Background: an optimization exercise with open tools, aiming at small area, a short achievable clock period and few clock cycles. Do not read the settings as production practice. In this exercise RTL edits were held to simulation tests only and were not proved equivalent to the original. Power figures rest on the tool's default switching activity, not on a simulated workload.

==> flow/design.v (excerpt) <==
module alu(
    input clk,
    input rst,
    input start,
    input [31:0] A,
    input [31:0] B,
    input [2:0] ALUop,
    output reg [31:0] Result,
    output reg done
);
    reg        busy;    
    reg        a_lt_b;   
    reg  [4:0] cnt;     
    reg        abit;    
    wire mod_start = start & (ALUop == 3'd7) & ~busy;
    wire        inv   = busy | ~ALUop[0] | ALUop[1];
    wire        xsel  = ~busy | a_lt_b;
    wire [31:0] x     = xsel ? A : {Result[30:0], abit};
    wire [31:0] y     = inv ? ~B : B;
    wire [31:0] sum;
    wire        carry;                    
    adder add0(.a(x), .b(y), .cin(inv), .sum(sum), .cout(carry));
    wire        ge    = (Result[31] | carry) & ~a_lt_b;
    wire [31:0] bm;
    genvar k;
    generate
        for (k = 0; k < 32; k = k + 1) begin : smear
            assign bm[k] = |B[31:k];
        end
    endgenerate
    wire lt4  = &(~A[31:4]  | bm[28:1]);
    wire lt8  = &(~A[31:8]  | bm[24:1]);
    wire lt12 = &(~A[31:12] | bm[20:1]);
    wire lt16 = &(~A[31:16] | bm[16:1]);
    reg [31:0] r0;
    reg [4:0]  j0;
    reg        a0;
    always @(*) begin
        if (lt4)       begin r0 = {4'd0,  A[31:4]};  j0 = 5'd3;  a0 = A[3];  end
        else if (lt8)  begin r0 = {8'd0,  A[31:8]};  j0 = 5'd7;  a0 = A[7];  end
        else if (lt12) begin r0 = {12'd0, A[31:12]}; j0 = 5'd11; a0 = A[11]; end
        else if (lt16) begin r0 = {16'd0, A[31:16]}; j0 = 5'd15; a0 = A[15]; end
        else           begin r0 = 32'd0;             j0 = 5'd31; a0 = A[31]; end
    end
    wire        last = a_lt_b | (cnt == 5'd0);
  ...
Size in the first run: ~1,300 cells after synthesis, roughly 41 flip-flops, ~100 I/O pins, ~8900 µm² of cells after synthesis.
==> flow/config.mk <==
export PLATFORM = sky130hd
export DESIGN_NAME = alu
export DESIGN_NICKNAME = alu
export VERILOG_FILES = /design/flow/design.v
export SDC_FILE = /design/flow/constraint.sdc
export NUM_CORES = 4
export LEC_CHECK = 0
export CAP_MARGIN = 20
export CORE_MARGIN = 2
export CORE_UTILIZATION = 40
export SLEW_MARGIN = 20
==> flow/constraint.sdc <==
create_clock -name core_clock -period 18.0 [get_ports {clk}]
set_input_delay 3.6000 -clock core_clock [delete_from_list [all_inputs] [get_ports {clk}]]
set_output_delay 3.6000 -clock core_clock [all_outputs]
set_load 0.01 [all_outputs]
standard.sh (not shown) runs the stock make flow with config.mk's settings and CLKGATE_MAP_FILE= SYNTH_SCRIPT=/design/flow/synth_recipe.tcl, a recipe that flattens the netlist after the stock synthesis.
==> flow/flow/run.sh <==
#!/bin/bash
# The standard ORFS layout with these changes in how it is made (the clock
# period and all constraints stay those of the design):
#  - Yosys maps the adder logic through ABC instead of onto the library's
#    full/half adder cells (ADDER_MAP_FILE empty); registers are unchanged;
#  - every port still gets a buffer, but a plain buf_1 instead of the
#    larger delay buffer buffer_ports picks by itself; the resizer upsizes
#    the ones on critical paths;
#  - repair_timing is asked to leave extra setup slack, so that it shortens
#    the paths that the 18 ns clock never pressures.
set -euo pipefail
bash standard.sh "ADDER_MAP_FILE=" "BUFFER_PORTS_ARGS=-buffer_cell sky130_fd_sc_hd__buf_1" \
    SETUP_SLACK_MARGIN=11.5 finish > standard_flow.log 2>&1
Testbench counts at the start, summed over its fixed seeds: cycles 4,341.
==> next run, changes <==
==> flow/flow/run.sh (replaced) <==
#!/bin/bash
# The standard ORFS layout with two changes in how it is made (the clock
# period and all constraints stay those of the design):
#  - every port still gets a buffer, but a plain buf_1 instead of the
#    larger delay buffer buffer_ports picks by itself; the resizer upsizes
#    the ones on critical paths;
#  - repair_timing is asked to leave extra setup slack, so that it shortens
#    the paths that the 18 ns clock never pressures.
set -euo pipefail
bash standard.sh "BUFFER_PORTS_ARGS=-buffer_cell sky130_fd_sc_hd__buf_1" \
    SETUP_SLACK_MARGIN=10.5 finish > standard_flow.log 2>&1
Routed wire length goes down by about 20%.
Via count goes down by about 23%.
Global-route usage goes down by 3.8 points.
Design area goes down by 20%.
Worst hold slack is better by 0.042 ns.
Total power goes down by about 20%.
==> next run, changes <==
--- a/flow/flow/run.sh
+++ b/flow/flow/run.sh
@@ -10,2 +10,2 @@
 bash standard.sh "BUFFER_PORTS_ARGS=-buffer_cell sky130_fd_sc_hd__buf_1" \
-    SETUP_SLACK_MARGIN=10.5 finish > standard_flow.log 2>&1
+    SETUP_SLACK_MARGIN=11.5 finish > standard_flow.log 2>&1
Clock power goes up by a quarter to a third.
Wire length came out higher by a little under a tenth.
Maximum frequency is higher by a little under a tenth.
Design area climbs by a little under a tenth.
Setup slack gains 0.52 ns.
Critical path depth stays the same.
Via count grows by a few percent.
Combinational power grows by about a fifth.
First-iteration DRC count went up by a few percent.
Global-route usage is higher by 1.7 points.
Non-clock buffer count is higher by 31.

---

v52:
The RTL this note starts from:
==> flow/design.v <==
module adder(
    input  [31:0] a,
    input  [31:0] b,
    input         cin,
    output [31:0] sum,
    output        cout
);
    wire [31:0] p = a ^ b;
    wire [31:0] g = a & b;
    wire [31:0] g0 = {g[31:1], g[0] | (p[0] & cin)};
    wire [31:0] g1, p1, g2, p2, g3, p3, g4, p4, g5, p5;
    sklansky_level #(0) l0(.gi(g0), .pi(p),  .go(g1), .po(p1));
    sklansky_level #(1) l1(.gi(g1), .pi(p1), .go(g2), .po(p2));
    sklansky_level #(2) l2(.gi(g2), .pi(p2), .go(g3), .po(p3));
    sklansky_level #(3) l3(.gi(g3), .pi(p3), .go(g4), .po(p4));
    sklansky_level #(4) l4(.gi(g4), .pi(p4), .go(g5), .po(p5));
    assign sum  = p ^ {g5[30:0], cin};
    assign cout = g5[31];
endmodule
module sklansky_level #(parameter L = 0) (
    input  [31:0] gi,
    input  [31:0] pi,
    output [31:0] go,
    output [31:0] po
);
    genvar i;
    generate
        for (i = 0; i < 32; i = i + 1) begin : bt
            if ((i >> L) & 1) begin : comb
                localparam integer J = ((i >> L) << L) - 1;
                assign go[i] = gi[i] | (pi[i] & gi[J]);
                assign po[i] = pi[i] & pi[J];
            end else begin : pass
                assign go[i] = gi[i];
                assign po[i] = pi[i];
            end
        end
    endgenerate
endmodule
module alu(
    input clk,
    input rst,
    input start,
    input [31:0] A,
    input [31:0] B,
    input [2:0] ALUop,
    output reg [31:0] Result,
    output reg done
);
    reg        busy;    
    reg        a_lt_b;   
    reg  [4:0] cnt;     
    reg        abit;    
    wire mod_start = start & (ALUop == 3'd7) & ~busy;
    wire        inv   = busy | ~ALUop[0] | ALUop[1];
    wire        xsel  = ~busy | a_lt_b;
    wire [31:0] x     = xsel ? A : {Result[30:0], abit};
    wire [31:0] y     = inv ? ~B : B;
    wire [31:0] sum;
    wire        carry;                    
    adder add0(.a(x), .b(y), .cin(inv), .sum(sum), .cout(carry));
    wire        ge    = (Result[31] | carry) & ~a_lt_b;
    wire lt8  = (B[31:24] != 8'd0)  | (A[31:8]  < B[23:0]);
    wire lt16 = (B[31:16] != 16'd0) | (A[31:16] < B[15:0]);
    wire [31:0] r0 = lt8 ? {8'd0, A[31:8]} : lt16 ? {16'd0, A[31:16]} : 32'd0;
    wire [4:0]  j0 = lt8 ? 5'd7 : lt16 ? 5'd15 : 5'd31;
    wire        a0 = lt8 ? A[7] : lt16 ? A[15] : A[31];
    wire        last = a_lt_b | (cnt == 5'd0);
    wire [4:0]  cnt_m1 = cnt - 5'd1;
    reg [31:0] res_next;
    always @(*) begin
        if (busy)
            res_next = ge ? sum : x;
        else case (ALUop)
            3'd0: res_next = A & B;
            3'd1: res_next = A | B;
            3'd2: res_next = A ^ B;
            3'd3: res_next = ~(A | B);
            3'd4: res_next = {31'd0, ~carry};
            3'd5: res_next = sum;
            3'd6: res_next = sum;
            default: res_next = r0;
        endcase
    end
    always @(posedge clk) begin
        Result <= res_next;
        if (busy) begin
            cnt  <= cnt_m1;
            abit <= A[cnt_m1];
        end else begin
            cnt  <= j0;
            abit <= a0;
            a_lt_b <= ~carry;
        end
        if (rst) begin
            busy <= 1'b0;
            done <= 1'b0;
        end else begin
            done <= busy & last;
            if (mod_start)
                busy <= 1'b1;
            else if (busy & last)
                busy <= 1'b0;
        end
    end
endmodule
Settings: LEC_CHECK=0, CAP_MARGIN=20, CORE_MARGIN=2, CORE_UTILIZATION=40, SLEW_MARGIN=20; clock period 18.0 ns.
run.sh (not shown) runs the stock make flow with config.mk's settings and CLKGATE_MAP_FILE= SYNTH_SCRIPT=/design/flow/synth_recipe.tcl, a recipe that flattens the netlist after the stock synthesis.
Stock flow here: none of the scripts above is used.
Testbench counts of v52, summed over its fixed seeds: cycles 4,605.
> inputs changed (v52 -> v29)
==> flow/flow/run.sh (new file) <==
#!/bin/bash
# The standard ORFS layout, with repair_timing asked to leave extra setup
# slack so that it shortens the paths the 18 ns clock never pressures.
# The clock period and all constraints stay those of the design.
set -euo pipefail
bash standard.sh SETUP_SLACK_MARGIN=12.5 finish > standard_flow.log 2>&1
==> flow/standard.sh (new file) <==
#!/bin/bash
# synth_recipe.tcl (not shown) runs the flow's synth.tcl, then flattens the netlist and writes it again
# the make line also repeats each setting of config.mk as NAME=value (left out here)
make -C /OpenROAD-flow-scripts/flow DESIGN_CONFIG=/design/flow/config.mk WORK_HOME=/design/flow/orfs CLKGATE_MAP_FILE= SYNTH_SCRIPT=/design/flow/synth_recipe.tcl "${@:-finish}"
removed: flow/run.sh
Notes after the runs:
- v29 finished all stages; the layout is clean.
- Compared with v52, v29 shows a higher design area.
- From v52 to v29 the numbers moved as follows: clock network contribution to total cell area dropped 0.59 points; area used by multi-input combinational logic +13%; share of the yosys chip area belonging to registers was more or less identical; proportion of final cell area spent on non-clock buffers shows an increase of 8.6 points; layout-stage area growth over the synthesis result now sits higher.
Inputs modified between v29 and v45:
-- flow/flow/run.sh --
<<< v29, line 6
bash standard.sh SETUP_SLACK_MARGIN=12.5 finish > standard_flow.log 2>&1
>>> v45, line 6
bash standard.sh SETUP_SLACK_MARGIN=11.5 finish > standard_flow.log 2>&1
Notes after the runs:
- The first-pass GRT wire length in v45 sits 6.0% below the value recorded for v29.
- Master of the slowest instance on the critical path = sky130_fd_sc_hd__o41a_4: v45; master of the slowest instance on the critical path = sky130_fd_sc_hd__or3_1: v29
- Fraction of standard cell area that is sequential, v29 and v45: smaller value in v29
- On number of nets in the final layout, the higher figure sits with v29, not v45.
- v29 reports its endpoint of the most critical setup path as Result[2] while v45 reports Result[3].

[port drivers added, routing unchanged]
How much do the figures lean on ideal ports? The routed layouts below were timed once more, with nothing changed but the port constraints. Step 1 assumes that a clkbuf_16 drives the clock port and a buf_2 every other input. Step 2 also shifts input and output timing later by t, the mid clock arrival at the registers, as if the neighbouring blocks saw the same clock. Three values: ideal ports, drivers, drivers and shift; two values: the first two.
run | shift t [ns] | setup slack, ns | latest minus earliest clock arrival (ns) | worst register clock-pin slew, ns | worst data-port slew with drivers (ns)
the first run of note 1 | 0.359 | 11.185 / 11.121 / 10.762 | 0.012 / 0.012 | 0.08 / 0.08 | 0.17
the second run of note 1 | 0.335 | 10.702 / 10.677 / 10.342 | 0.010 / 0.010 | 0.07 / 0.07 | 0.07
the third run of note 1 | 0.336 | 11.219 / 11.219 / 10.883 | 0.007 / 0.007 | 0.07 / 0.07 | 0.06
v52 | 0.349 | 9.812 / 9.827 / 9.478 | 0.014 / 0.013 | 0.08 / 0.08 | 0.04
v29 | 0.351 | 11.366 / 11.370 / 11.019 | 0.010 / 0.010 | 0.07 / 0.07 | 0.09
v45 | 0.349 | 11.338 / 11.279 / 10.930 | 0.006 / 0.005 | 0.07 / 0.07 | 0.15
After both steps every run listed still meets setup and hold. The setup slack of the first run of note 1, which loses most, moves by -0.064 ns with the drivers and by -0.423 ns with both steps.
